This is an optimization exercise on Yosys and OpenROAD, whose aim is small area, not a production implementation. In this exercise RTL edits were held to simulation tests only and were not proved equivalent to the original. Power is estimated from default activity; no workload was simulated.

<file path="flow/config.mk">
export PLATFORM = sky130hd
export DESIGN_NAME = i2c_ahb_bridge
export DESIGN_NICKNAME = i2c_ahb_bridge
export VERILOG_FILES = /design/flow/design.v
export SDC_FILE = /design/flow/constraint.sdc
export NUM_CORES = 4
export LEC_CHECK = 0
export CAP_MARGIN = 20
export CORE_MARGIN = 2
export CORE_UTILIZATION = 40
export GPL_TIMING_DRIVEN = 0
export SLEW_MARGIN = 20
</file>
<file path="flow/constraint.sdc">
create_clock -name core_clock -period 10.0 [get_ports {clk_i}]
set_input_delay 2.0000 -clock core_clock [delete_from_list [all_inputs] [get_ports {clk_i}]]
set_output_delay 2.0000 -clock core_clock [all_outputs]
set_load 0.01 [all_outputs]
</file>
<file path="flow/design.v">
module soft_i2c_slave_ahb #(
    parameter DEVICE_ADDR = 7'h66
) (
    input  wire        clk_i,
    input  wire        rst_ni,
    input  wire        scl_i,
    input  wire        sda_i,
    output reg         sda_oe_o,
    output reg         sda_o,
    output reg         rw_flag_o,
    output wire        wr_vld_o,
    output reg  [ 7:0] wr_data_o,
    output reg         rd_vld_o,
    output reg  [ 7:0] rd_data_o,
    output reg  [31:0] ahb_waddr_o,   
    output wire [31:0] ahb_raddr_o,
    output reg         r_valid_o,
    output reg  [31:0] ahb_wdata_o,   
    output reg         w_loaded_o,    
    input  wire [31:0] ahb_rdata_i
);
    localparam [7:0] WR_CTRL_WORD = {DEVICE_ADDR, 1'b0};
    localparam [7:0] RD_CTRL_WORD = {DEVICE_ADDR, 1'b1};
    localparam [2:0] IDLE    = 3'b000,
                     START   = 3'b001,
                     STOP    = 3'b010,
                     JUG_RW  = 3'b100,
                     RW_ADDR = 3'b101,
                     WR_DAT  = 3'b110,
                     RD_DAT  = 3'b111;
    reg  [ 2:0] state;
    reg  [ 2:0] state_n;
    reg  [10:0] cnt_sclk;    
    reg  [10:0] cnt_dlow;    
    reg         bit_buf;
    reg  [ 1:0] samp_flag;   
    reg  [ 3:0] cnt_bit;
    reg  [ 3:0] RW_Addr;
    reg  [ 7:0] data_buf;
    reg  [ 7:0] mem [15:0];
    reg  [ 1:0] r_scl, r_sda;
    reg         prev_7, prev_b;   
    reg  [31:0] ahb_rdata_i_prev;
    wire [11:0] sclk_c;
    wire [11:0] dlow_c;
    wire [ 4:0] bit_c;
    wire [ 4:0] addr_c4;
    wire [10:0] sclk_inc;
    wire [10:0] dlow_inc;
    wire [ 3:0] bit_inc;
    wire [ 3:0] addr_inc;
    assign sclk_c[0] = 1'b1;
    assign dlow_c[0] = 1'b1;
    assign bit_c[0] = 1'b1;
    assign addr_c4[0] = 1'b1;
    genvar g;
    generate
        for (g = 0; g < 11; g = g + 1) begin : g_inc11
            assign sclk_inc[g]   = cnt_sclk[g] ^ sclk_c[g];
            assign sclk_c[g+1]   = cnt_sclk[g] & sclk_c[g];
            assign dlow_inc[g]   = cnt_dlow[g] ^ dlow_c[g];
            assign dlow_c[g+1]   = cnt_dlow[g] & dlow_c[g];
        end
        for (g = 0; g < 4; g = g + 1) begin : g_inc4
            assign bit_inc[g]    = cnt_bit[g] ^ bit_c[g];
            assign bit_c[g+1]    = cnt_bit[g] & bit_c[g];
            assign addr_inc[g]   = RW_Addr[g] ^ addr_c4[g];
            assign addr_c4[g+1]  = RW_Addr[g] & addr_c4[g];
        end
    endgenerate
    wire sclk_ge50 = (|cnt_sclk[10:6]) | (cnt_sclk[5] & cnt_sclk[4] & (cnt_sclk[3] | cnt_sclk[2] | cnt_sclk[1]));
    wire scl_neg = r_scl == 2'b10;
    wire scl_pos = r_scl == 2'b01;
    wire sda_neg = r_sda == 2'b10;
    wire sda_pos = r_sda == 2'b01;
    wire s_idle   = state == IDLE;
    wire s_start  = state == START;
    wire s_stop   = state == STOP;
    wire s_jug    = state == JUG_RW;
    wire s_rwaddr = state == RW_ADDR;
    wire s_wr     = state == WR_DAT;
    wire s_rd     = state == RD_DAT;
    wire s_byte   = state[2];                   
    wire s_count  = state[2] & ~(state[1] & state[0]);   
    wire s_clr    = ~state[2] & ~state[1];      
    wire cnt7     = cnt_bit == 4'd7;
    wire cnt8     = cnt_bit == 4'd8;
    wire ack_neg  = cnt7 & scl_neg;
    wire byte_end = cnt8 & scl_neg;
    wire is_rd    = data_buf == RD_CTRL_WORD;
    wire is_wr    = data_buf == WR_CTRL_WORD;
    wire jug_done = cnt8 & (samp_flag == 2'd1);
    assign wr_vld_o = 1'b0;   
    always @(posedge clk_i or negedge rst_ni) begin
        if (!rst_ni) begin
            r_sda <= 2'b0;
            state <= IDLE;
        end else begin
            r_sda <= {r_sda[0], sda_i};
            state <= state_n;
        end
    end
    always @(posedge clk_i) r_scl <= {r_scl[0], scl_i};
    always @(*) begin
        state_n = state;
        case (state)
            IDLE:    if (sda_neg && scl_i) state_n = START;
            START:   if (scl_pos) state_n = JUG_RW;
            JUG_RW:  if (jug_done) state_n = is_wr ? RW_ADDR : (is_rd ? RD_DAT : IDLE);
            RW_ADDR: if (byte_end) state_n = WR_DAT;
            WR_DAT: begin
                if (scl_i && sda_neg) state_n = START;
                else if (scl_i && sda_pos) state_n = STOP;
            end
            RD_DAT:  if (cnt8 && scl_i && sda_i) state_n = STOP;
            STOP:    if (scl_i && sda_i && sclk_ge50) state_n = IDLE;
            default: state_n = IDLE;
        endcase
    end
    always @(posedge clk_i or negedge rst_ni) begin
        if (!rst_ni) rw_flag_o <= 1'b0;
        else rw_flag_o <= s_rd;
    end
    always @(posedge clk_i) begin
        if (s_clr || s_rd || (s_count && scl_pos)) cnt_sclk <= 11'd0;
        else if (s_stop || (s_count && scl_i)) cnt_sclk <= sclk_inc;
        if (s_clr || scl_pos) cnt_dlow <= 11'd0;
        else if (scl_i && !sda_i) cnt_dlow <= dlow_inc;
        if (s_idle) bit_buf <= 1'b0;
        else if (s_count && !(scl_neg && (cnt7 || cnt8))) bit_buf <= cnt_dlow == 11'd0;
        if (scl_pos) samp_flag <= 2'd0;
        else if (cnt_sclk != 11'd0 && !scl_i && samp_flag != 2'd3) samp_flag <= {samp_flag[1] ^ samp_flag[0], ~samp_flag[0]};
        if (!s_byte) cnt_bit <= 4'd0;
        else if (scl_neg) cnt_bit <= cnt8 ? 4'd0 : bit_inc;
        if (s_rd) data_buf <= mem[RW_Addr];
        else if (s_count && scl_neg && !cnt_bit[3]) data_buf <= {data_buf[6:0], bit_buf};
    end
    always @(posedge clk_i or negedge rst_ni) begin
        if (!rst_ni) begin
            sda_o     <= 1'b0;
            sda_oe_o  <= 1'b0;
            wr_data_o <= 8'd0;
            rd_vld_o  <= 1'b0;
            rd_data_o <= 8'd0;
            RW_Addr   <= 4'd0;
        end else begin
            if (s_idle) begin
                sda_o    <= 1'b0;
                sda_oe_o <= 1'b0;
                wr_data_o <= 8'd0;
                rd_vld_o <= 1'b0;
            end
            if (s_count) begin
                if (ack_neg) begin
                    sda_o    <= 1'b0;
                    sda_oe_o <= 1'b1;
                end else if (byte_end) begin
                    sda_o    <= 1'b0;
                    sda_oe_o <= s_jug & is_rd;
                end
            end
            if (s_rwaddr && byte_end) RW_Addr <= data_buf[3:0];
            if (s_wr && byte_end) begin
                RW_Addr   <= addr_inc;
                wr_data_o <= data_buf;
            end
            if (s_rd) begin
                rd_data_o <= data_buf;
                if (ack_neg) begin
                    sda_oe_o <= 1'b0;
                    sda_o    <= 1'b0;
                end else if (byte_end) begin
                    sda_oe_o <= 1'b1;
                    RW_Addr  <= addr_inc;
                    rd_vld_o <= 1'b1;
                end else if (!scl_i && !cnt_bit[3]) begin
                    sda_oe_o <= 1'b1;
                    sda_o    <= data_buf[~cnt_bit[2:0]];
                end else begin
                    rd_vld_o <= 1'b0;
                end
            end
        end
    end
    wire rdata_diff = ahb_rdata_i != ahb_rdata_i_prev;
    wire addr_c     = RW_Addr == 4'hc;
    wire ahb_load   = addr_c & rdata_diff;
    wire mem_wr     = s_wr & byte_end;
    integer i;
    always @(posedge clk_i) begin
        for (i = 0; i < 16; i = i + 1) begin
            if (mem_wr && RW_Addr == i) mem[i] <= data_buf;
            else if (ahb_load && i >= 12) mem[i] <= ahb_rdata_i[8*(i-12) +: 8];
        end
    end
    assign ahb_raddr_o = {mem[8], mem[9], mem[10], mem[11]};
    wire req_w = prev_7 & (RW_Addr == 4'h8);
    wire req_r = prev_b & addr_c;
    wire track = ~req_w & ~(addr_c & (rdata_diff | prev_b));
    always @(posedge clk_i) if (track) ahb_rdata_i_prev <= ahb_rdata_i;
    always @(posedge clk_i) begin
        if (req_w) begin
            ahb_waddr_o <= {mem[0], mem[1], mem[2], mem[3]};
            ahb_wdata_o <= {mem[4], mem[5], mem[6], mem[7]};
        end
    end
    always @(posedge clk_i or negedge rst_ni) begin
        if (!rst_ni) begin
            r_valid_o        <= 1'b0;
            w_loaded_o       <= 1'b0;
            prev_7           <= 1'b0;
            prev_b           <= 1'b0;
        end else begin
            if (req_w) w_loaded_o <= 1'b1;
            if (req_r && !rdata_diff) r_valid_o <= 1'b1;
            if (track) begin
                prev_7    <= RW_Addr == 4'h7;
                prev_b    <= RW_Addr == 4'hb;
                r_valid_o <= 1'b0;
            end
        end
    end
endmodule
module AHB_master_wrapper (
    input  wire        HCLK,
    input  wire        HRESETN,
    input  wire [31:0] HRDATA,
    input  wire        HREADYOUT,
    input  wire        HRESP,       
    output wire [31:0] HWDATA,
    output wire [31:0] HADDR,
    output wire [25:0] HADDR_26b,
    output wire [ 2:0] HBURST,
    output wire [ 2:0] HSIZE,
    output wire        HWRITE,
    output wire [ 1:0] HTRANS,
    output wire        HMASTLOCK,
    output wire [ 3:0] HPROT,
    output wire        HREADY,
    output wire        HSEL,
    input  wire [31:0] ahb_waddr_i,
    input  wire [31:0] ahb_raddr_i,
    input  wire        r_valid_i,
    input  wire [31:0] ahb_wdata_i,
    input  wire        w_loaded_i,   
    output wire [31:0] ahb_rdata_o
);
    reg [31:0] haddr;    
    reg [31:0] hwdata;   
    reg [31:0] r_data;
    reg        a_ph;     
    reg        d_ph;     
    reg        rd;       
    wire [31:0] addr = r_valid_i ? ahb_raddr_i : (w_loaded_i ? ahb_waddr_i : 32'h0);
    genvar i;
    generate
        for (i = 0; i < 32; i = i + 1) begin : g_rev
            assign HADDR[i]  = haddr[i];
            assign HWDATA[i] = hwdata[i];
            assign ahb_rdata_o[i] = r_data[i];
        end
    endgenerate
    assign HADDR_26b = HADDR[31:6];
    assign HBURST    = 3'b000;
    assign HSIZE     = 3'b010;
    assign HPROT     = 4'b0000;
    assign HMASTLOCK = 1'b0;
    assign HREADY    = 1'b0;
    assign HSEL      = 1'b0;
    assign HWRITE    = ~rd;
    assign HTRANS    = {1'b0, d_ph};
    wire idle = ~a_ph & ~d_ph;
    integer k;
    always @(posedge HCLK or negedge HRESETN) begin
        if (!HRESETN) begin
            haddr  <= 32'b0;
            hwdata <= 32'b0;
            r_data <= 32'b0;
            a_ph   <= 1'b0;
            d_ph   <= 1'b0;
            rd     <= 1'b0;
        end else begin
            a_ph <= idle & HREADYOUT;
            d_ph <= a_ph | (d_ph & rd & ~HREADYOUT);
            rd   <= rd ? (a_ph | ~HREADYOUT) : (idle & HREADYOUT & r_valid_i);
            if (a_ph)
                for (k = 0; k < 32; k = k + 1) haddr[k] <= addr[31-k];
            if (d_ph & ~rd & w_loaded_i)
                for (k = 0; k < 32; k = k + 1) hwdata[k] <= ahb_wdata_i[31-k];
            if (d_ph & rd & HREADYOUT)
                for (k = 0; k < 32; k = k + 1) r_data[k] <= HRDATA[31-k];
        end
    end
endmodule
module i2c_ahb_bridge (
    input  wire        clk_i,
    input  wire        rst_ni,
    input  wire        scl_i,
    input  wire        sda_i,
    output wire        sda_oe_o,
    output wire        sda_o,
    output wire        rw_flag_o,
    output wire        wr_vld_o,
    output wire [ 7:0] wr_data_o,
    output wire        rd_vld_o,
    output wire [ 7:0] rd_data_o,
    input  wire [31:0] HRDATA,
    input  wire        HREADYOUT,
    input  wire        HRESP,
    output wire [31:0] HWDATA,
    output wire [31:0] HADDR,
    output wire [25:0] HADDR_26b,
    output wire [ 2:0] HBURST,
    output wire [ 2:0] HSIZE,
    output wire        HWRITE,
    output wire [ 1:0] HTRANS,
    output wire        HMASTLOCK,
    output wire [ 3:0] HPROT,
    output wire        HREADY,
    output wire        HSEL
);
    wire [31:0] ahb_waddr;
    wire [31:0] ahb_raddr;
    wire r_valid;
    wire w_loaded;
    wire [31:0] ahb_wdata;
    wire [31:0] ahb_rdata;
    soft_i2c_slave_ahb #(
        .DEVICE_ADDR(7'h66)
    ) u_soft_i2c_slave_ahb (
        .clk_i      (clk_i),
        .rst_ni     (rst_ni),
        .scl_i      (scl_i),
        .sda_i      (sda_i),
        .sda_oe_o   (sda_oe_o),
        .sda_o      (sda_o),
        .rw_flag_o  (rw_flag_o),
        .wr_vld_o   (wr_vld_o),
        .wr_data_o  (wr_data_o),
        .rd_vld_o   (rd_vld_o),
        .rd_data_o  (rd_data_o),
        .ahb_waddr_o(ahb_waddr),
        .ahb_raddr_o(ahb_raddr),
        .r_valid_o  (r_valid),
        .ahb_wdata_o(ahb_wdata),
        .w_loaded_o (w_loaded),
        .ahb_rdata_i(ahb_rdata)
    );
    AHB_master_wrapper u_AHB_master_wrapper (
        .HCLK       (clk_i),
        .HRESETN    (rst_ni),
        .HRDATA     (HRDATA),
        .HREADYOUT  (HREADYOUT),
        .HRESP      (HRESP),
        .HWDATA     (HWDATA),
        .HADDR      (HADDR),
        .HADDR_26b  (HADDR_26b),
        .HBURST     (HBURST),
        .HSIZE      (HSIZE),
        .HWRITE     (HWRITE),
        .HTRANS     (HTRANS),
        .HMASTLOCK  (HMASTLOCK),
        .HPROT      (HPROT),
        .HREADY     (HREADY),
        .HSEL       (HSEL),
        .ahb_waddr_i(ahb_waddr),
        .ahb_raddr_i(ahb_raddr),
        .r_valid_i  (r_valid),
        .ahb_wdata_i(ahb_wdata),
        .w_loaded_i (w_loaded),
        .ahb_rdata_o(ahb_rdata)
    );
endmodule
</file>
<file path="flow/flow/run.sh">
#!/bin/bash
# The standard layout (standard.sh) with these changes:
#  - synthesis is ORFS's (synth_recipe.tcl, same coarse synthesis, flip-flop
#    mapping, flattening and renaming, so the same registers), but its ABC step
#    uses the area-oriented script flow/abc_area.script and full adders are not
#    extracted (ADDER_MAP_FILE empty): only the combinational gates change;
#  - ports are buffered with sky130_fd_sc_hd__buf_1, the smallest buffer;
#  - clock tree synthesis clusters up to 16 flip-flops within 60 um under one
#    sky130_fd_sc_hd__clkbuf_8 and inserts no dummy loads.
# ORFS writes each step's log under orfs/logs/; make's output goes to
# synth.log and flow.log.
set -euo pipefail
here=$(pwd)
rm -rf "$here/synth_scripts"
cp -r "$FLOW_HOME/scripts" "$here/synth_scripts"
cp "$here/flow/abc_area.script" "$here/synth_scripts/abc_area.script"
bash standard.sh synth ABC_AREA=1 ADDER_MAP_FILE= SCRIPTS_DIR="$here/synth_scripts" > synth.log 2>&1
export REMOVE_ABC_BUFFERS=1
export BUFFER_PORTS_ARGS="-buffer_cell sky130_fd_sc_hd__buf_1"
export CTS_ARGS="-sink_clustering_enable -sink_clustering_size 10 -sink_clustering_max_diameter 50 -repair_clock_nets -dont_use_dummy_load -buf_list sky130_fd_sc_hd__clkbuf_4"
bash standard.sh > flow.log 2>&1
</file>
<file path="flow/flow/abc_area.script">
strash
&get -n
&fraig -x
&put
scorr
dc2
strash
&get -n
&dch -f
&nf
&put
</file>
<file path="flow/standard.sh">
#!/bin/bash
# synth_recipe.tcl (not shown) runs the flow's synth.tcl, then flattens the netlist and writes it again
# the make line also repeats each setting of config.mk as NAME=value (left out here)
make -C /OpenROAD-flow-scripts/flow DESIGN_CONFIG=/design/flow/config.mk WORK_HOME=/design/flow/orfs CLKGATE_MAP_FILE= SYNTH_SCRIPT=/design/flow/synth_recipe.tcl "${@:-finish}"
</file>
==> results of run 1 <==
[layout make-up]
type                            count  area share
Multi-Input combinational cell    631       0.249
Inverter                           14     0.00338
Clock buffer                       47      0.0207
Sequential cell                   395       0.639
Tap cell                          511      0.0375
Antenna cell                        1    0.000147
Timing Repair Buffer              168      0.0499
[sequential cells by signal, indices dropped and copies added, names as in the netlist, 2 cells and up]
signal and count:
u_soft_i2c_slave_ahb.r_sda 2, u_soft_i2c_slave_ahb.cnt_dlow 11, u_soft_i2c_slave_ahb.cnt_bit 4, u_soft_i2c_slave_ahb.mem 128, u_soft_i2c_slave_ahb.state 3, u_AHB_master_wrapper.hwdata 32
u_AHB_master_wrapper.haddr 32, u_soft_i2c_slave_ahb.wr_data_o 8, u_soft_i2c_slave_ahb.rd_data_o 8, u_AHB_master_wrapper.r_data 32, u_soft_i2c_slave_ahb.ahb_wdata_o 32, u_soft_i2c_slave_ahb.r_scl 2
u_soft_i2c_slave_ahb.samp_flag 2, u_soft_i2c_slave_ahb.ahb_rdata_i_prev 32, u_soft_i2c_slave_ahb.cnt_sclk 11, u_soft_i2c_slave_ahb.ahb_waddr_o 32, u_soft_i2c_slave_ahb.RW_Addr 4, u_soft_i2c_slave_ahb.data_buf 8
[kinds of logic after synthesis]
logic type                count (synthesis)  synth area share
other                                     2          0.000489
xor gates and xnor gates                 31            0.0177
and+or+nand+nor                         316            0.0961
buffers and inverters                    56            0.0239
AOI/OAI and AO/OA                       172            0.0806
muxes                                    97            0.0723
DFF                                     395             0.709
[layer usage]
metal  global-route usage  vias to the layer above  part of all wire
met5               0.0123                        -            0.0017
met4               0.0571                        2             0.028
met3               0.0546                       70             0.090
met2                0.310                      441              0.46
met1                0.264                     4691              0.42
li1                     -                     4401                 -
[path summary, 6_finish.rpt]
kind	from	endpoint	slack, ps	cells after the start
setup / recovery	u_soft_i2c_slave_ahb.RW_Addr[0]$_DFF_PN0_	u_soft_i2c_slave_ahb.ahb_rdata_i_prev[18]$_DFFE_PP_	6190	6
hold / removal	u_soft_i2c_slave_ahb.r_scl[0]$_DFF_P_	u_soft_i2c_slave_ahb.r_scl[1]$_DFF_P_	360	0
setup reg to reg	u_soft_i2c_slave_ahb.RW_Addr[0]$_DFF_PN0_	u_soft_i2c_slave_ahb.ahb_rdata_i_prev[18]$_DFFE_PP_	6190	6
hold reg to reg	u_soft_i2c_slave_ahb.r_scl[0]$_DFF_P_	u_soft_i2c_slave_ahb.r_scl[1]$_DFF_P_	360	0
max in group asynchronous	rst_ni	u_AHB_master_wrapper.r_data[5]$_DFFE_PN0P_	7900	3
min in group asynchronous	rst_ni	u_AHB_master_wrapper.haddr[1]$_DFFE_PN0P_	1180	1
[cells in the final DEF, fill, tap and decap left out, types with 12 or more instances in the layout]
cell and instances:
conb_1 15, dfrtp_1 130, nor3_2 15, a21oi_1 29, nor3_1 26, xor2_1 21
clkinv_1 13, nand2_1 113, a221oi_1 12, edfxtp_1 232, mux2_1 92, clkbuf_4 47
dfxtp_1 31, buf_1 147, o21ai_0 13, nand4_1 14, nand2b_1 14, a31oi_1 40
a222oi_1 21, nor2_1 71, a22o_1 15
[report_power, final]
part,internal (mW),switching (mW)
logic,0.148,0.236
clock network,0.216,0.495
registers,1.84,0.173
total,2.21,0.904
==> metrics.md, run 1 <==
| Metric | Value |
|---|---|
| Status | `finished clean` |
| Htree depth | `2` |
| Crit path launch type | `register` |
| Num CTS Buffers | `47` |
| Initial antenna violation count | `1` |
| I/O pins | `165` |
| GR Overflow Total | `0` |
| Clock latency on the worst-skew pair | `800 ps` |
| Final std cells w/o fill | `1767` |
| Clk buf depth | `3` |
| Hold Path Class | `register to register` |
| Largest net degree at the start of global routing | `65` |
| Critical-path maximum fanout | `22` |
| Ys flop type | `edfxtp_1` |
| Worst-Margin Slew | `about 1200 ps` |
| Slowest CP cell | `nor2_1` |
| Pre-CTS WS | `just under 6000 ps` |
| Fillers | `3468` |
| Post-synth top cells | `edfxtp_1 (232), dfrtp_1 (132), nand2_1 (113)` |
| Most common cell in the synthesized netlist | `edfxtp_1` |
| Design area | `17000 um^2` |
| Vias in the first global route | `9210` |
| Dpl cells | `1718` |
| Max-cap violations | `0` |
| Post-CTS Resized | `0` |
| Area Overhead vs Synth | `11.0%` |
| DRT iter0 DRCs | `1001` |
| Cts hold-fix bufs | `0` |
| RD Place Congestion | `0.866` |
| Final Hold Slack | `363 ps` |
| Crit Path Class | `register to register` |
| Routed WL | `38600 um` |
| Final Hold Fails | `0` |
| Syn Std Cell Area | `approximately 15000 um^2` |
| Max-slew violations | `0` |
| DRC Markers | `0` |
| Post-CTS Setup Inserts | `0` |
| First-pass GRT wire length | `57400 um` |
| Post-Synthesis Cells | `1069` |
| Die height | `approximately 200 um` |
| Core Util, Final | `0.452` |
| Root buffer cell | `clkbuf_4` |
| Post-synth top area share | `0.453` |
| Synth warn | `15` |
| Layout cells sized above 1 | `0.0733` |
| Area taken by multi-input logic gates | `4250 um^2` |
| 1st-pass router iterations | `6` |
| HPWL Detailed | `26400 um` |
| Delay-heaviest family, CP | `simple AND/OR/NAND/NOR gates` |
| Placed inst area | `approximately 17000 um^2` |
| Starting density of the core | `0.407` |
| Num rows | `71` |
| CORE AREA | `approximately 38000 um^2` |
| Synth Register Bits | `395` |
| Required @ worst endpoint | `10450 ps` |
| Bufs and invs on worst path | `2` |
| Die area | `40000 um^2` |
| PwrDens | `~180 nW/um^2` |
| Setup_tns | `0 ps` |
| Final setup fails | `0` |
| Fin nets | `1295` |
| Area contributors post-synth | `edfxtp_1 (45%), dfrtp_1 (22%), mux2_1 (6.7%)` |
| Die width | `200 um` |
| Post-synth EDFFs | `232` |
| Sequential share of the synthesized area | `0.709` |
| Total Power | `3.11 mW` |
| Reg clk slew, reported paths | `110 ps` |
| Routed WL per cell | `21.9 um` |
| Vias per inst | `5.44` |
| Clock skew | `129 ps` |
| Fmax | `0.263 GHz` |
| Crit path DAT | `4260 ps` |
| Max_slew headroom | `0.222` |
| CTS tree | `built` |
| All-Layer GR Usage | `0.196` |
| Worst Setup End Kind | `register` |
| Fin crit period | `roughly 3800 ps` |
| Synth unique cells | `50` |
| Post-route antenna net violation count | `0` |
| Sequential standard cell area | `10900 um^2` |
| Area leader, netlist | `edfxtp_1` |
| Worst Setup Slack, final | `6190 ps` |
| FFs w/ async S/R, synth | `0.334` |
| IO buf count | `148` |
| Final Cycle Share | `0.381` |
| CP cell instances | `or2_0 > nor2_1 > o21ai_0 > nand3_1 > clkinv_1 > buf_16` |
| Max incr delay on CP | `930 ps` |
| RSZ-0062 raised after global routing | `no` |
| Leakage | `6.46 nW` |
| Vias | `just under 10000` |
| Synthesized area per cell | `around 14 um^2` |
| CTS sink cnt | `395` |
| Worst VDD drop | `0.0790 mV` |
==> run 2, diff against run 1 <==
--- a/flow/flow/run.sh
+++ b/flow/flow/run.sh
@@ -17,3 +17,2 @@
 bash standard.sh synth ABC_AREA=1 ADDER_MAP_FILE= SCRIPTS_DIR="$here/synth_scripts" > synth.log 2>&1
-export REMOVE_ABC_BUFFERS=1
 export BUFFER_PORTS_ARGS="-buffer_cell sky130_fd_sc_hd__buf_1"
==> flow/flow/abc_area.script (replaced) <==
strash
&get -n
&fraig -x
&put
scorr
dc2
strash
dc2
strash
&get -n
&dch -f
&nf -R 1000 -p -C 32 -F 8 -A 4
&put
--- a/flow/config.mk
+++ b/flow/config.mk
@@ -10,3 +10,2 @@
 export CORE_UTILIZATION = 40
-export GPL_TIMING_DRIVEN = 0
 export SLEW_MARGIN = 20
==> run 2 against run 1 <==
  * Largest cell class unchanged
  * Critical path depth is 3 higher
  * Global-route usage rose by 0.27 points
  * Cell count rose by 0.91%
  * Still clean on timing, DRC and antenna
  * Combinational power rose by 18%
  * Via count increased by 1.8%
==> metrics.md, run 2 <==
| Metric | Value |
|---|---|
| HPWL Detailed | `25900 um (-1.9%)` |
| Post-synth EDFFs | `232 (unchanged)` |
| Vias in the first global route | `9410 (+2.2%)` |
| Crit path launch type | `input pin` |
| Max_slew headroom | `0.182 (-0.0394)` |
| Leakage | `6.27 nW (-2.9%)` |
| Synthesized area per cell | `14.2 um^2 (-1.5%)` |
| Post-CTS Resized | `0 (unchanged)` |
| Sequential share of the synthesized area | `0.713 (+0.00366)` |
| Area Overhead vs Synth | `10.2%` |
| Flop pwr share | `0.622 (-0.026)` |
| Post-synth top area share | `0.456 (+0.00234)` |
| Register with the most flip-flops | `u_soft_i2c_slave_ahb.mem` |
| All-Layer GR Usage | `0.198 (+0.00274)` |
| Slowest CP cell | `buf_1` |
| Max-slew violations | `0 (unchanged)` |
| Root buffer cell | `clkbuf_4` |
| Initial antenna violation count | `1 (unchanged)` |
| Die area | `39800 um^2 (-0.50%)` |
| Ys flop type | `edfxtp_1` |
| Worst Setup End Kind | `register` |
| Post-Synthesis Cells | `1080 (+1.0%)` |
| Combinational power share | `0.146 (+0.023)` |
| Synth warn | `15 (unchanged)` |
| Required @ worst endpoint | `10560 ps (+110 ps)` |
| Power share of the clock group | `0.232 (+0.004)` |
| Routed WL per cell | `21.7 um (-0.60%)` |
| Most common cell in the synthesized netlist | `edfxtp_1` |
| Crit Path Class | `input pin to register` |
| Hold Path Class | `register to register` |
| Final Cycle Share | `0.359 (-0.0222)` |
| CTS sink cnt | `395 (unchanged)` |
| Fin nets | `1311 (+1.2%)` |
| Starting density of the core | `0.406 (-0.00113)` |
| Most common cell after layout, fill and taps aside | `edfxtp_1` |
| Synth Register Bits | `395 (unchanged)` |
| 1st-pass router iterations | `6 (unchanged)` |
| Num rows | `71 (unchanged)` |
| Worst-Margin Slew | `1220 ps (+56.8 ps)` |
| Crit path DAT | `4150 ps (-110 ps)` |
| CTS tree | `built` |
| Largest net degree at the start of global routing | `74 (+14%)` |
| Final Hold Fails | `0 (unchanged)` |
| Die height | `199 um (-0.25%)` |
| DRC Markers | `0 (unchanged)` |
| Internal power | `2.20 mW (-0.42%)` |
| Most frequent cells in the layout | `edfxtp_1 (232), buf_1 (147), dfrtp_1 (131), nand2_1 (104), nor2_1 (98)` |
| Vias | `9780 (+1.8%)` |
| Synth unique cells | `47 (-6.0%)` |
| DRT iter0 DRCs | `1103 (+10%)` |
| Worst VDD drop | `0.0780 mV (-1.3%)` |
| Syn Std Cell Area | `15300 um^2 (-0.51%)` |
| Post-route antenna net violation count | `0 (unchanged)` |
| Layout cells sized above 1 | `0.0685 (-0.00486)` |
| RSZ-0062 raised after global routing | `no` |
| Switch share | `0.291 (about the same)` |
| Switch Pwr | `901 uW (-0.32%)` |
| Placed inst area | `16500 um^2 (-1.1%)` |
| Clock latency on the worst-skew pair | `790 ps (about the same)` |
| PwrDens | `184 nW/um^2 (+0.83%)` |
| Htree depth | `2 (unchanged)` |
| CORE AREA | `37700 um^2 (-0.24%)` |
| Fin crit period | `3590 ps (-222 ps)` |
| Max-cap violations | `0 (unchanged)` |
| Area contributors post-synth | `edfxtp_1 (46%), dfrtp_1 (22%), mux2_1 (6.0%)` |
| Vias per inst | `5.49 (+0.91%)` |
| Die width | `199 um (-0.25%)` |
| First-pass GRT wire length | `58300 um (+1.5%)` |
| RD Place Congestion | `0.876 (+1.1%)` |
| Reg clk slew, reported paths | `110 ps (about the same)` |
| IO buf count | `148 (unchanged)` |
| Fmax | `0.279 GHz (+6.2%)` |
| Bufs and invs on worst path | `1 (-1)` |
| Most frequent CP cell | `and3_1` |
| GR Overflow Total | `0 (unchanged)` |
| Cts hold-fix bufs | `0 (unchanged)` |
| Max incr delay on CP | `360 ps (-570 ps)` |
| Critical-path maximum fanout | `10 (-55%)` |
| Fillers | `3474 (+0.17%)` |
| Largest register FFs | `128 (unchanged)` |
| Routed WL | `38700 um (+0.30%)` |
| Num CTS Buffers | `47 (unchanged)` |
| CP cell instances | `buf_1 > a21o_1 > and3_1 > and3_1 > nor2b_1 > and3_1 > and2_0 > and3_1 > nor3_1` |
| Design area | `16800 um^2 (-1.2%)` |
| Delay-heaviest family, CP | `simple AND/OR/NAND/NOR gates` |
| Post-CTS Setup Inserts | `0 (unchanged)` |
| Setup_tns | `0 ps (unchanged)` |
| Area leader, netlist | `edfxtp_1` |
| I/O pins | `165 (unchanged)` |
| Post-synth top cells | `edfxtp_1 (232), dfrtp_1 (132), nand2_1 (104)` |
| Clk buf depth | `3 (unchanged)` |
| Final setup fails | `0 (unchanged)` |
| FFs w/ async S/R, synth | `0.334 (unchanged)` |
| Clock skew | `101 ps (-28.4 ps)` |
| Status | `finished clean` |
## run 2: cell count changes after synthesis, moves of 6 or more
cell and change:
xor2_1 -12, mux2_1 -10, a222oi_1 +9, nor3_1 -7, xnor2_1 +6, a21oi_1 +13, and3_1 +7, nand2_1 -9
nor2_1 +27
## run 2: final cells by class
cell class | instances | area [um^2] | share of cell area
flip-flops and latches | 395 | 10900 | 0.647
clock buffers | 47 | 353 | 0.0210
well taps | 511 | 639 | 0.0380
diodes | 1 | 2.50 | 0.000149
multi-input cells | 637 | 4110 | 0.244
repair buffers | 173 | 774 | 0.0460
inverters | 19 | 71.3 | 0.00424
## run 2: metrics by stage
| stage | util | hold slack, ps | total power, mW | setup WS [ps] | cells |
|---|---|---|---|---|---|
| floorplan | - | 344 | 2.23 | 6350 | 1093 |
| global placement | 0.437 | 355 | 2.40 | 5780 | 1733 |
| detailed placement | 0.438 | 358 | 2.42 | 5690 | 1735 |
| CTS | 0.447 | 357 | 3.12 | 6470 | 1782 |
| global route | 0.447 | 377 | 3.24 | 6180 | 1783 |
| finish | 0.447 | 358 | 3.10 | 6410 | 1783 |
## run 2: power groups by stage
stage,Combinational [mW],Sequential [mW],Clock (mW)
detailed placement,0.454,1.96,0
global placement,0.446,1.96,0
global route,0.503,1.94,0.798
finish,0.454,1.93,0.719
CTS,0.454,1.93,0.741
floorplan,0.248,1.99,0
## run 2: path summary, 6_finish.rpt
check                                                                  to  slack, ps                                    startpoint  cells after the start
setup / recovery           u_soft_i2c_slave_ahb.cnt_sclk[10]$_SDFFE_PP0P_       6410                                         scl_i                      9
hold / removal                      u_soft_i2c_slave_ahb.r_scl[1]$_DFF_P_        360         u_soft_i2c_slave_ahb.r_scl[0]$_DFF_P_                      0
setup reg to reg                 u_soft_i2c_slave_ahb.mem[7][2]$_DFFE_PP_       6470  u_soft_i2c_slave_ahb.cnt_bit[0]$_SDFFE_PN0N_                      4
hold reg to reg                     u_soft_i2c_slave_ahb.r_scl[1]$_DFF_P_        360         u_soft_i2c_slave_ahb.r_scl[0]$_DFF_P_                      0
max in group asynchronous   u_soft_i2c_slave_ahb.wr_data_o[2]$_DFFE_PN0P_       7070                                        rst_ni                      2
min in group asynchronous     u_AHB_master_wrapper.hwdata[19]$_DFFE_PN0P_       1320                                        rst_ni                      1
## run 2: worst reg2reg max path, stage by stage (launching register included)
cell,delay (ps)
dfxtp_1,440
nor4b_1,680
and2_0,540
nand2_1,430
nor3_2,1070
## run 2: per-layer routing
layer	GRT usage	wire length, um	vias up
met5	0	0	-
met4	0.0615	967	0
met3	0.0520	3700	64
met2	0.304	17300	466
met1	0.277	16700	4799
li1	-	-	4451
## run 2: kinds of logic (layout without fill, tap and decap cells)
kind of cell | Yosys count | in the layout | synth area share
xor+xnor | 25 | 25 | 0.0143
mux | 83 | 83 | 0.0619
simple gates | 319 | 319 | 0.0950
buf+inv | 61 | 239 | 0.0253
flops | 395 | 395 | 0.713
compound gates | 195 | 195 | 0.0905
other cells | 2 | 16 | 0.000491
==> run 3, diff against run 2 <==
--- a/flow/flow/run.sh
+++ b/flow/flow/run.sh
@@ -18,3 +18,3 @@
 export BUFFER_PORTS_ARGS="-buffer_cell sky130_fd_sc_hd__buf_1"
-export CTS_ARGS="-sink_clustering_enable -sink_clustering_size 10 -sink_clustering_max_diameter 50 -repair_clock_nets -dont_use_dummy_load -buf_list sky130_fd_sc_hd__clkbuf_4"
+export CTS_ARGS="-sink_clustering_enable -sink_clustering_size 18 -sink_clustering_max_diameter 60 -repair_clock_nets -dont_use_dummy_load -buf_list sky130_fd_sc_hd__clkbuf_8"
 bash standard.sh > flow.log 2>&1
==> run 3 against run 2 <==
  * Area after synthesis stayed put
  * Sequential share of layout area is 0.23 points lower
  * Register-to-register slack better by 60 ps
  * Non-clock buffer count stayed put
  * Synthesized cell count stayed put
  * Critical path type unchanged
  * Combinational power hardly changed
  * Core utilization is 0.16 points higher
  * Critical path depth stayed put
  * Clock power is 4.9% higher
==> metrics.md, run 3 <==
| Metric | Value |
|---|---|
| Leakage | `6.27 nW (about the same)` |
| Sequential share of the synthesized area | `0.713 (unchanged)` |
| Num CTS Buffers | `30 (-36%)` |
| Clock skew | `52.1 ps (-48.6 ps)` |
| Reg clk slew, reported paths | `100 ps (about the same)` |
| Switch Pwr | `883 uW (-2.0%)` |
| Most frequent CP cell | `and3_1` |
| Root buffer cell | `clkbuf_8` |
| CTS tree | `built` |
| Post-CTS Resized | `0 (unchanged)` |
| I/O pins | `165 (unchanged)` |
| PwrDens | `185 nW/um^2 (+0.74%)` |
| Final Hold Fails | `0 (unchanged)` |
| Fin crit period | `3670 ps (+84.1 ps)` |
| Die height | `199 um (unchanged)` |
| FFs w/ async S/R, synth | `0.334 (unchanged)` |
| Synth Register Bits | `395 (unchanged)` |
| Clk buf depth | `3 (unchanged)` |
| Pre-CTS WS | `5690 ps (unchanged)` |
| Internal power | `2.25 mW (+2.4%)` |
| Die area | `39800 um^2 (unchanged)` |
| Worst Setup End Kind | `register` |
| Max incr delay on CP | `360 ps (about the same)` |
| Setup_tns | `0 ps (unchanged)` |
| CORE AREA | `37700 um^2 (unchanged)` |
| Crit path launch type | `input pin` |
| Hold Path Class | `register to register` |
| Starting density of the core | `0.406 (unchanged)` |
| Fmax | `0.272 GHz (-2.3%)` |
| Final setup fails | `0 (unchanged)` |
| First-pass GRT wire length | `57900 um (-0.73%)` |
| Core Util, Final | `0.449 (+0.00160)` |
| Ys flop type | `edfxtp_1` |
| Routed WL per cell | `21.7 um (-0.20%)` |
| Most common cell in the synthesized netlist | `edfxtp_1` |
| Vias per inst | `5.47 (-0.20%)` |
| RD Place Congestion | `0.876 (unchanged)` |
| Flop pwr share | `0.615 (-0.007)` |
| Post-Synthesis Cells | `1080 (unchanged)` |
| Initial antenna violation count | `0 (-1)` |
| GR Overflow Total | `0 (unchanged)` |
| CP cell instances | `buf_1 > a21o_1 > and3_1 > and3_1 > nor2b_1 > and3_1 > and2_0 > and3_1 > nor3_1` |
| Num rows | `71 (unchanged)` |
| Worst-Margin Slew | `1250 ps (+26.0 ps)` |
| Post-synth EDFFs | `232 (unchanged)` |
| HPWL Detailed | `25900 um (unchanged)` |
| Status | `finished clean` |
| Most common cell after layout, fill and taps aside | `edfxtp_1` |
| Syn Std Cell Area | `15300 um^2 (unchanged)` |
| Final Cycle Share | `0.367 (+0.00841)` |
| Placed inst area | `16500 um^2 (unchanged)` |
| Largest net degree at the start of global routing | `74 (unchanged)` |
| Vias | `9667 (-1.2%)` |
| Switch share | `0.282 (-0.00884)` |
| Max-cap violations | `0 (unchanged)` |
| Critical-path maximum fanout | `10 (unchanged)` |
| Area contributors post-synth | `edfxtp_1 (46%), dfrtp_1 (22%), mux2_1 (6.0%)` |
| 1st-pass router iterations | `6 (unchanged)` |
| Largest register FFs | `128 (unchanged)` |
| Max-slew violations | `0 (unchanged)` |
| Design area | `16900 um^2 (+0.36%)` |
| Post-synth top cells | `edfxtp_1 (232), dfrtp_1 (132), nand2_1 (104)` |
| Synthesized area per cell | `14.2 um^2 (unchanged)` |
| Crit path DAT | `4140 ps (about the same)` |
| RSZ-0062 raised after global routing | `no` |
| Fin nets | `1294 (-1.3%)` |
| Synth warn | `15 (unchanged)` |
| Vias in the first global route | `9286 (-1.3%)` |
| Layout cells sized above 1 | `0.0558 (-0.0126)` |
| Total Power | `3.13 mW (+1.1%)` |
| Max_slew headroom | `0.165 (-0.0174)` |
| DRC Markers | `0 (unchanged)` |
| Power share of the clock group | `0.241 (+0.009)` |
| Area leader, netlist | `edfxtp_1` |
| Area Overhead vs Synth | `10.6%` |
| Clock latency on the worst-skew pair | `640 ps (-150 ps)` |
| IO buf count | `148 (unchanged)` |
| Worst Setup Slack, final | `6330 ps (-84.1 ps)` |
| Register with the most flip-flops | `u_soft_i2c_slave_ahb.mem` |
| Die width | `199 um (unchanged)` |
| CTS sink cnt | `395 (unchanged)` |
| Most frequent cells in the layout | `edfxtp_1 (232), buf_1 (147), dfrtp_1 (131), nand2_1 (104), nor2_1 (98)` |
| Combinational power share | `0.144 (-0.002)` |
| All-Layer GR Usage | `0.195 (-0.00335)` |
| Post-CTS Setup Inserts | `0 (unchanged)` |
| Slowest CP cell | `buf_1` |
| Cts hold-fix bufs | `0 (unchanged)` |
| Worst VDD drop | `0.101 mV (+30%)` |
| Routed WL | `38300 um (-1.2%)` |
| Required @ worst endpoint | `10470 ps (-90 ps)` |
| Htree depth | `1 (-1)` |
| Post-route antenna net violation count | `0 (unchanged)` |
| Synth unique cells | `47 (unchanged)` |
| Crit Path Class | `input pin to register` |
| Post-synth top area share | `0.456 (unchanged)` |
| DRT iter0 DRCs | `1314 (+19%)` |
-- run 3: cell counts after synthesis --
Identical to the previous run, type by type.
-- run 3: stage by stage --
stage | instances | hold slack [ps]
after global routing | 1765 | 384
after global placement | 1733 | 355
after floorplan | 1093 | 344
after CTS | 1765 | 376
after detailed placement | 1735 | 358
final | 1766 | 372
-- run 3: metal layers --
| layer | global-route usage | share of wire | vias to the layer above |
|---|---|---|---|
| li1 | - | - | 4398 |
| met4 | 0.0521 | 0.028 | 0 |
| met2 | 0.301 | 0.45 | 430 |
| met3 | 0.0483 | 0.096 | 67 |
| met5 | 0 | 0 | - |
| met1 | 0.276 | 0.43 | 4772 |
-- run 3: power by group through the flow --
stage	logic [mW]	registers [mW]	clock network, mW
after global placement	0.446	1.96	0
final	0.453	1.93	0.754
after global routing	0.504	1.94	0.833
after CTS	0.454	1.93	0.779
after floorplan	0.248	1.99	0
after detailed placement	0.454	1.96	0
-- run 3: kinds of logic (layout without fill, tap and decap cells) --
kind of cell,Yosys count,after routing,synth area share
multiplexers,83,83,0.0619
other,2,16,0.000491
AND/OR/NAND/NOR,319,319,0.0950
buffers and inverters,61,222,0.0253
XOR/XNOR,25,25,0.0143
AO/OA/AOI/OAI,195,195,0.0905
flip-flops,395,395,0.713
-- run 3: final timing paths --
path | startpoint | end | slack (ps) | cells after the start
setup / recovery | scl_i | u_soft_i2c_slave_ahb.cnt_sclk[10]$_SDFFE_PP0P_ | 6330 | 9
hold / removal | u_soft_i2c_slave_ahb.r_scl[0]$_DFF_P_ | u_soft_i2c_slave_ahb.r_scl[1]$_DFF_P_ | 370 | 0
setup reg to reg | u_soft_i2c_slave_ahb.cnt_bit[0]$_SDFFE_PN0N_ | u_soft_i2c_slave_ahb.mem[7][2]$_DFFE_PP_ | 6530 | 4
hold reg to reg | u_soft_i2c_slave_ahb.r_scl[0]$_DFF_P_ | u_soft_i2c_slave_ahb.r_scl[1]$_DFF_P_ | 370 | 0
max in group asynchronous | rst_ni | u_soft_i2c_slave_ahb.wr_data_o[2]$_DFFE_PN0P_ | 6970 | 2
min in group asynchronous | rst_ni | u_AHB_master_wrapper.hwdata[19]$_DFFE_PN0P_ | 1460 | 1
-- run 3: layout make-up --
| type | count | area (um^2) |
|---|---|---|
| Sequential cell | 395 | 10900 |
| Clock buffer | 30 | 413 |
| Fill cell | 3439 | 20800 |
| Timing Repair Buffer | 173 | 774 |
| Antenna cell | 1 | 2.50 |
| Tap cell | 511 | 639 |
| Multi-Input combinational cell | 637 | 4110 |
| Inverter | 19 | 71.3 |
-- run 3: critical path, delay by kind of cell --
family | cells | cell delay (ps)
simple gates | 7 | 1560
compound gates | 1 | 210
buf+inv | 1 | 360
==> run 4, diff against run 3 <==
--- a/flow/flow/run.sh
+++ b/flow/flow/run.sh
@@ -7,3 +7,3 @@
 #  - ports are buffered with sky130_fd_sc_hd__buf_1, the smallest buffer;
-#  - clock tree synthesis clusters up to 16 flip-flops within 60 um under one
+#  - clock tree synthesis clusters up to 18 flip-flops within 60 um under one
 #    sky130_fd_sc_hd__clkbuf_8 and inserts no dummy loads.
==> run 4 against run 3 <==
  * Clock-buffer cell count stayed put
  * Area after synthesis is the same
  * Total power unchanged
  * Sequential share of layout area unchanged
  * Combinational power hardly changed
  * Clock power about the same
  * Cell count stayed put
  * Register-to-register slack about the same
  * Largest cell class unchanged
  * Largest power group unchanged
  * Highest routed layer unchanged
==> metrics.md, run 4 <==
| Metric | Value |
|---|---|
| Status | `finished clean` |
| 1st-pass router iterations | `6 (unchanged)` |
| Area Overhead vs Synth | `10.6% (unchanged)` |
| Most frequent CP cell | `and3_1` |
| Layout cells sized above 1 | `0.0558 (unchanged)` |
| Final Hold Fails | `0 (unchanged)` |
| Reg-to-Reg End | `u_soft_i2c_slave_ahb.mem[7][2]$_DFFE_PP_` |
| All-Layer GR Usage | `0.195 (unchanged)` |
| Crit Path Class | `input pin to register` |
| Post-synth top cells | `edfxtp_1 (232), dfrtp_1 (132), nand2_1 (104)` |
| First-pass GRT wire length | `57900 um (unchanged)` |
| Setup_tns | `0 ps (unchanged)` |
| Placed inst area | `16500 um^2 (unchanged)` |
| Total Power | `3.13 mW (unchanged)` |
| Critical-path maximum fanout | `10 (unchanged)` |
| Bufs and invs on worst path | `1 (unchanged)` |
| Post-Synthesis Cells | `1080 (unchanged)` |
| Root buffer cell | `clkbuf_8` |
| Die width | `199 um (unchanged)` |
| Worst setup path start | `scl_i` |
| FFs w/ async S/R, synth | `0.334 (unchanged)` |
| Vias per inst | `5.47 (unchanged)` |
| CP Depth | `9 (unchanged)` |
| Vias | `9667 (unchanged)` |
| Num rows | `71 (unchanged)` |
| Routed WL per cell | `21.7 um (unchanged)` |
| DRT iter0 DRCs | `1314 (unchanged)` |
| Final Cycle Share | `0.367 (unchanged)` |
| Synthesized area per cell | `14.2 um^2 (unchanged)` |
| Max-cap violations | `0 (unchanged)` |
| PwrDens | `185 nW/um^2 (unchanged)` |
| Worst-Margin Slew | `1250 ps (unchanged)` |
| CP cell instances | `buf_1 > a21o_1 > and3_1 > and3_1 > nor2b_1 > and3_1 > and2_0 > and3_1 > nor3_1` |
| DRC Markers | `0 (unchanged)` |
| Max_slew headroom | `0.165 (unchanged)` |
| CTS sink cnt | `395 (unchanged)` |
| Routed WL | `38300 um (unchanged)` |
| HPWL Detailed | `25900 um (unchanged)` |
| GR Overflow Total | `0 (unchanged)` |
| RD Place Congestion | `0.876 (unchanged)` |
| Die height | `199 um (unchanged)` |
| Required @ worst endpoint | `10470 ps (about the same)` |
| Post-synth top area share | `0.456 (unchanged)` |
| Starting density of the core | `0.406 (unchanged)` |
| Die area | `39800 um^2 (unchanged)` |
| Most frequent cells in the layout | `edfxtp_1 (232), buf_1 (147), dfrtp_1 (131), nand2_1 (104), nor2_1 (98)` |
| GR Util met1 | `0.276 (unchanged)` |
| Crit path DAT | `4140 ps (about the same)` |
| Final setup fails | `0 (unchanged)` |
| Initial antenna violation count | `0 (unchanged)` |
| Crit path launch type | `input pin` |
| Clk buf depth | `3 (unchanged)` |
| Met3 Track Usage GR | `0.0483 (unchanged)` |
| Fmax | `0.272 GHz (unchanged)` |
| Worst Setup End Kind | `register` |
| Post-synth EDFFs | `232 (unchanged)` |
| Area contributors post-synth | `edfxtp_1 (46%), dfrtp_1 (22%), mux2_1 (6.0%)` |
| Cts hold-fix bufs | `0 (unchanged)` |
| Max-slew violations | `0 (unchanged)` |
| Num CTS Buffers | `30 (unchanged)` |
| Vias in the first global route | `9286 (unchanged)` |
| Clock skew | `52.1 ps (unchanged)` |
| Core Util, Final | `0.449 (unchanged)` |
| Fin nets | `1294 (unchanged)` |
| Pre-CTS WS | `5690 ps (unchanged)` |
| Sequential share of the synthesized area | `0.713 (unchanged)` |
| Worst VDD drop | `0.101 mV (unchanged)` |
| Synth unique cells | `47 (unchanged)` |
| Synth warn | `15 (unchanged)` |
| Design area | `16900 um^2 (unchanged)` |
| Delay-heaviest family, CP | `simple AND/OR/NAND/NOR gates` |
| Ys flop type | `edfxtp_1` |
| Busiest layer in global routing | `met2` |
| Reg clk slew, reported paths | `100 ps (about the same)` |
| Slowest CP cell | `buf_1` |
| Clock latency on the worst-skew pair | `640 ps (about the same)` |
| Htree depth | `1 (unchanged)` |
| Most common cell after layout, fill and taps aside | `edfxtp_1` |
| Syn Std Cell Area | `15300 um^2 (unchanged)` |
| Routing usage on met2 | `0.301 (unchanged)` |
| Most common cell in the synthesized netlist | `edfxtp_1` |
| Post-route antenna net violation count | `0 (unchanged)` |
| CORE AREA | `37700 um^2 (unchanged)` |
| Synth Register Bits | `395 (unchanged)` |
| Max incr delay on CP | `360 ps (about the same)` |
| Reg2Reg Depth | `4 (unchanged)` |
| RR Startpoint | `u_soft_i2c_slave_ahb.cnt_bit[0]$_SDFFE_PN0N_` |
| Hold Path Class | `register to register` |
| I/O pins | `165 (unchanged)` |
| Fin crit period | `3670 ps (unchanged)` |
| Largest net degree at the start of global routing | `74 (unchanged)` |
| Leakage | `6.27 nW (unchanged)` |
| IO buf count | `148 (unchanged)` |
| Largest register FFs | `128 (unchanged)` |
| Worst Setup Slack, final | `6330 ps (unchanged)` |
| RSZ-0062 raised after global routing | `no` |
| Post-CTS Setup Inserts | `0 (unchanged)` |
| CTS tree | `built` |
| Register with the most flip-flops | `u_soft_i2c_slave_ahb.mem` |
| Crit path capture | `u_soft_i2c_slave_ahb.cnt_sclk[10]$_SDFFE_PP0P_` |
| Area leader, netlist | `edfxtp_1` |
| FF-to-FF setup slack | `6530 ps (about the same)` |
| Post-CTS Resized | `0 (unchanged)` |
-- run 4: cell counts after synthesis --
No cell type changed its count.
-- run 4: power by group --
group / total, mW / leakage [nW] / switching, mW / internal [mW]
clock network: 0.754 / 0.216 / 0.486 / 0.267
logic: 0.453 / 1.97 / 0.307 / 0.145
registers: 1.93 / 4.09 / 0.0898 / 1.84
total: 3.13 / 6.27 / 0.883 / 2.25
-- run 4: worst min path at each step --
stage / cells past startpoint / end / start
floorplan: 0 / u_soft_i2c_slave_ahb.r_scl[1]$_DFF_P_ / u_soft_i2c_slave_ahb.r_scl[0]$_DFF_P_
global placement: 0 / u_soft_i2c_slave_ahb.r_scl[1]$_DFF_P_ / u_soft_i2c_slave_ahb.r_scl[0]$_DFF_P_
detailed placement: 0 / u_soft_i2c_slave_ahb.r_scl[1]$_DFF_P_ / u_soft_i2c_slave_ahb.r_scl[0]$_DFF_P_
CTS: 0 / u_soft_i2c_slave_ahb.r_scl[1]$_DFF_P_ / u_soft_i2c_slave_ahb.r_scl[0]$_DFF_P_
global route: 0 / u_soft_i2c_slave_ahb.r_scl[1]$_DFF_P_ / u_soft_i2c_slave_ahb.r_scl[0]$_DFF_P_
finish: 0 / u_soft_i2c_slave_ahb.r_scl[1]$_DFF_P_ / u_soft_i2c_slave_ahb.r_scl[0]$_DFF_P_
-- run 4: through the flow --
stage               hold slack (ps)  instances
detailed placement              358       1735
CTS                             376       1765
global route                    384       1765
finish                          372       1766
global placement                355       1733
floorplan                       344       1093
-- run 4: final cells by class --
class	count	area, um^2
Fill cell	3439	20800
Sequential cell	395	10900
Multi-Input combinational cell	637	4110
Timing Repair Buffer	173	774
Tap cell	511	639
Clock buffer	30	413
Inverter	19	71.3
Antenna cell	1	2.50
-- run 4: routing by layer --
layer  part of all wire  wire [um]
met4              0.028       1070
met5                  0          0
met2               0.45      17100
met3              0.096       3690
met1               0.43      16400
-- run 4: cell families after synthesis --
logic type,count (synthesis),synth area share
DFF,395,0.713
and+or+nand+nor,319,0.0950
AOI/OAI and AO/OA,195,0.0905
muxes,83,0.0619
buffers and inverters,61,0.0253
xor gates and xnor gates,25,0.0143
other,2,0.000491

==> re-timing with driven ports <==
The flow's constraints put no driver on any port. The routed layouts listed below were extracted and timed again, unchanged, in two steps. Step 1 sets driving cells, clkbuf_16 on the clock port and buf_2 on the other inputs (assumed; they add their load-dependent delay and slew). Step 2 times the ports against the registers' clock, not the clock port: input delays grow and output delays shrink by t, the midpoint of the rising clock arrivals with the driver on. Three values: ideal, step 1, step 2; two values: the first two.
run	t, ns	setup slack, ns	latest minus earliest clock arrival (ns)
run 1	0.791	6.191 / 6.191 / 5.879	0.138 / 0.138
run 2	0.787	6.413 / 6.411 / 5.623	0.107 / 0.107
run 3	0.668	6.329 / 6.334 / 5.666	0.057 / 0.057
run 4	0.668	6.329 / 6.334 / 5.666	0.057 / 0.057
After both steps every run listed still meets setup and hold. The setup slack of run 2, which loses most, moves by -0.002 ns with the drivers and by -0.790 ns with both steps.
